Source: an optimization exercise on an open RTL-to-GDS flow (aim: small area). Production flows keep margins and buffers that such runs may drop.
In this exercise RTL edits were held to simulation tests only and were not proved equivalent to the original.
Power and IR drop assume default switching activity.

==> module calculator, before the edit <==
module calculator(
	input newkey,
	input [4:0] keycode,
	input clk,
	input rst,
	output reg [19:0] x,
	output reg led
	);
	reg [19:0] y;
	reg op;				 
	reg [4:0] cnt;		 
	wire kdig = keycode[4] | (keycode[2:0] == 3'd7);
	wire kop  = ~keycode[4] & ((keycode[2:0] == 3'd1) | (keycode[2:0] == 3'd2));
	wire keq  = ~keycode[4] & (keycode[2:0] == 3'd3);
	wire kca  = ~keycode[4] & (keycode[2:0] == 3'd4);
	wire busy   = ~(cnt[4] & cnt[2]);
	wire eqmode = ~cnt[4] | ~(cnt[3] | cnt[2]);
	wire mul    = eqmode & op;
	wire [19:0] t = {x[18:0], x[19]};
	wire xi = t[0];
	wire en = eqmode & (op ? xi : (cnt == 5'd19));
	wire [20:0] m;
	genvar g;
	generate for (g = 0; g < 20; g = g + 1) begin : gm
		assign m[g] = (cnt >= g);
	end endgenerate
	assign m[20] = 1'b0;
	wire [19:0] yen = y & {20{en}};
	wire [20:0] c;
	wire [19:0] s;
	wire a0 = t[0] & ~mul;
	assign s[0] = a0 ^ yen[0];
	assign c[1] = a0 & yen[0];
	assign c[0] = 1'b0;
	generate for (g = 1; g < 20; g = g + 1) begin : ga
		wire ya = yen[g] & m[g];
		wire ci = c[g] & m[g];
		assign s[g] = t[g] ^ ya ^ ci;
		assign c[g+1] = (t[g] & ya) | (t[g] & ci) | (ya & ci);
	end endgenerate
	wire [20:0] drop = {1'b0, yen} & ~m;
	wire ovf = |(({c[20:1], 1'b0} | drop) & ~m);
	always @(posedge clk) begin
		if (rst) begin
			x <= 20'd0;
			y <= 20'd0;
			op <= 1'b0;
			led <= 1'b0;
			cnt <= 5'd20;
		end else if (newkey) begin
			if (kdig) begin
				x[19:16] <= keycode[3:0];
				led <= 1'b0;
				cnt <= 5'd24;
			end else if (kop) begin
				y <= x;
				x <= 20'd0;
				op <= keycode[1];
				led <= 1'b0;
			end else if (keq) begin
				led <= 1'b0;
				cnt <= 5'd0;
			end else if (kca) begin
				x <= 20'd0;
				y <= 20'd0;
				op <= 1'b0;
				led <= 1'b0;
			end
		end else if (busy) begin
			x <= s;
			led <= led | ovf;
			cnt <= cnt + 5'd1;
		end
	end
endmodule
clock: 10.0 ns
lec_check: 0
cap_margin: 20
core_margin: 2
core_utilization: 40
slew_margin: 20
run.sh (not shown) runs the stock make flow with config.mk's settings and CLKGATE_MAP_FILE= SYNTH_SCRIPT=/design/flow/synth_recipe.tcl, a recipe that flattens the netlist after the stock synthesis.
The baseline produced a layout that fails on setup timing.
Change:
--- a/flow/design.v
+++ b/flow/design.v
@@ -19,27 +19,23 @@
 	wire [19:0] t = {x[18:0], x[19]};
 	wire xi = t[0];
 	wire en = eqmode & (op ? xi : (cnt == 5'd19));
-	wire [20:0] m;
+	wire [19:0] m;
 	genvar g;
 	generate for (g = 0; g < 20; g = g + 1) begin : gm
 		assign m[g] = (cnt >= g);
 	end endgenerate
-	assign m[20] = 1'b0;
-	wire [19:0] yen = y & {20{en}};
+	wire [19:0] ya = y & {20{en}};
 	wire [20:0] c;
 	wire [19:0] s;
 	wire a0 = t[0] & ~mul;
-	assign s[0] = a0 ^ yen[0];
-	assign c[1] = a0 & yen[0];
+	assign s[0] = a0 ^ ya[0];
+	assign c[1] = a0 & ya[0];
 	assign c[0] = 1'b0;
 	generate for (g = 1; g < 20; g = g + 1) begin : ga
-		wire ya = yen[g] & m[g];
-		wire ci = c[g] & m[g];
-		assign s[g] = t[g] ^ ya ^ ci;
-		assign c[g+1] = (t[g] & ya) | (t[g] & ci) | (ya & ci);
+		assign {c[g+1], s[g]} = t[g] + ya[g] + c[g];
 	end endgenerate
-	wire [20:0] drop = {1'b0, yen} & ~m;
-	wire ovf = |(({c[20:1], 1'b0} | drop) & ~m);
+	wire [19:0] nx = (s & m) | (t & ~m);
+	wire ovf = c[20] | |((c[19:1] | ya[19:1]) & ~m[19:1]);
 	always @(posedge clk) begin
 		if (rst) begin
 			x <= 20'd0;
@@ -67,7 +63,7 @@
 				led <= 1'b0;
 			end
 		end else if (busy) begin
-			x <= s;
+			x <= nx;
 			led <= led | ovf;
 			cnt <= cnt + 5'd1;
 		end
After rerunning:
- The new run passed the timing, design-rule and antenna checks
- hold slack degrades by 11 ps
- maximum frequency went up by 19%
- wire length went down by 3.4%
- total power went up by 5.9%
- via count went down by 5.5%
- clock power is about the same
- non-clock buffer count went down by 50
- core utilization went down by 6.6 points
- cell count went down by 8.0%
- die area went down by 0.55%
- setup slack improves by 1800 ps
- count of clock-buffer cells in the layout went up by 1
- cell area went down by 13%
- register-to-register slack improves by 1800 ps

[static timing again, ports no longer ideal]
Ports are ideal in the flow. The routed layouts listed here were re-timed in OpenROAD. Step 1 (the two cells are an assumption about what drives the block):
set clk [get_ports {clk}]
set_driving_cell -lib_cell sky130_fd_sc_hd__clkbuf_16 $clk
set_driving_cell -lib_cell sky130_fd_sc_hd__buf_2 [delete_from_list [all_inputs] $clk]
Step 2, shift: input delay + t, output delay - t, t = (earliest + latest rising clock arrival at the registers) / 2. This alone moves slack from input paths to output paths. Three values: ideal, step 1, step 2; two values: the first two.
run	t (ns)	setup WS [ns]	clock arrival spread, ns	cell pins on the clock port's net
the first run	0.333	-1.277 / -1.277 / -1.277	0.007 / 0.007	1
the second run	0.327	0.549 / 0.549 / 0.549	0.015 / 0.015	1
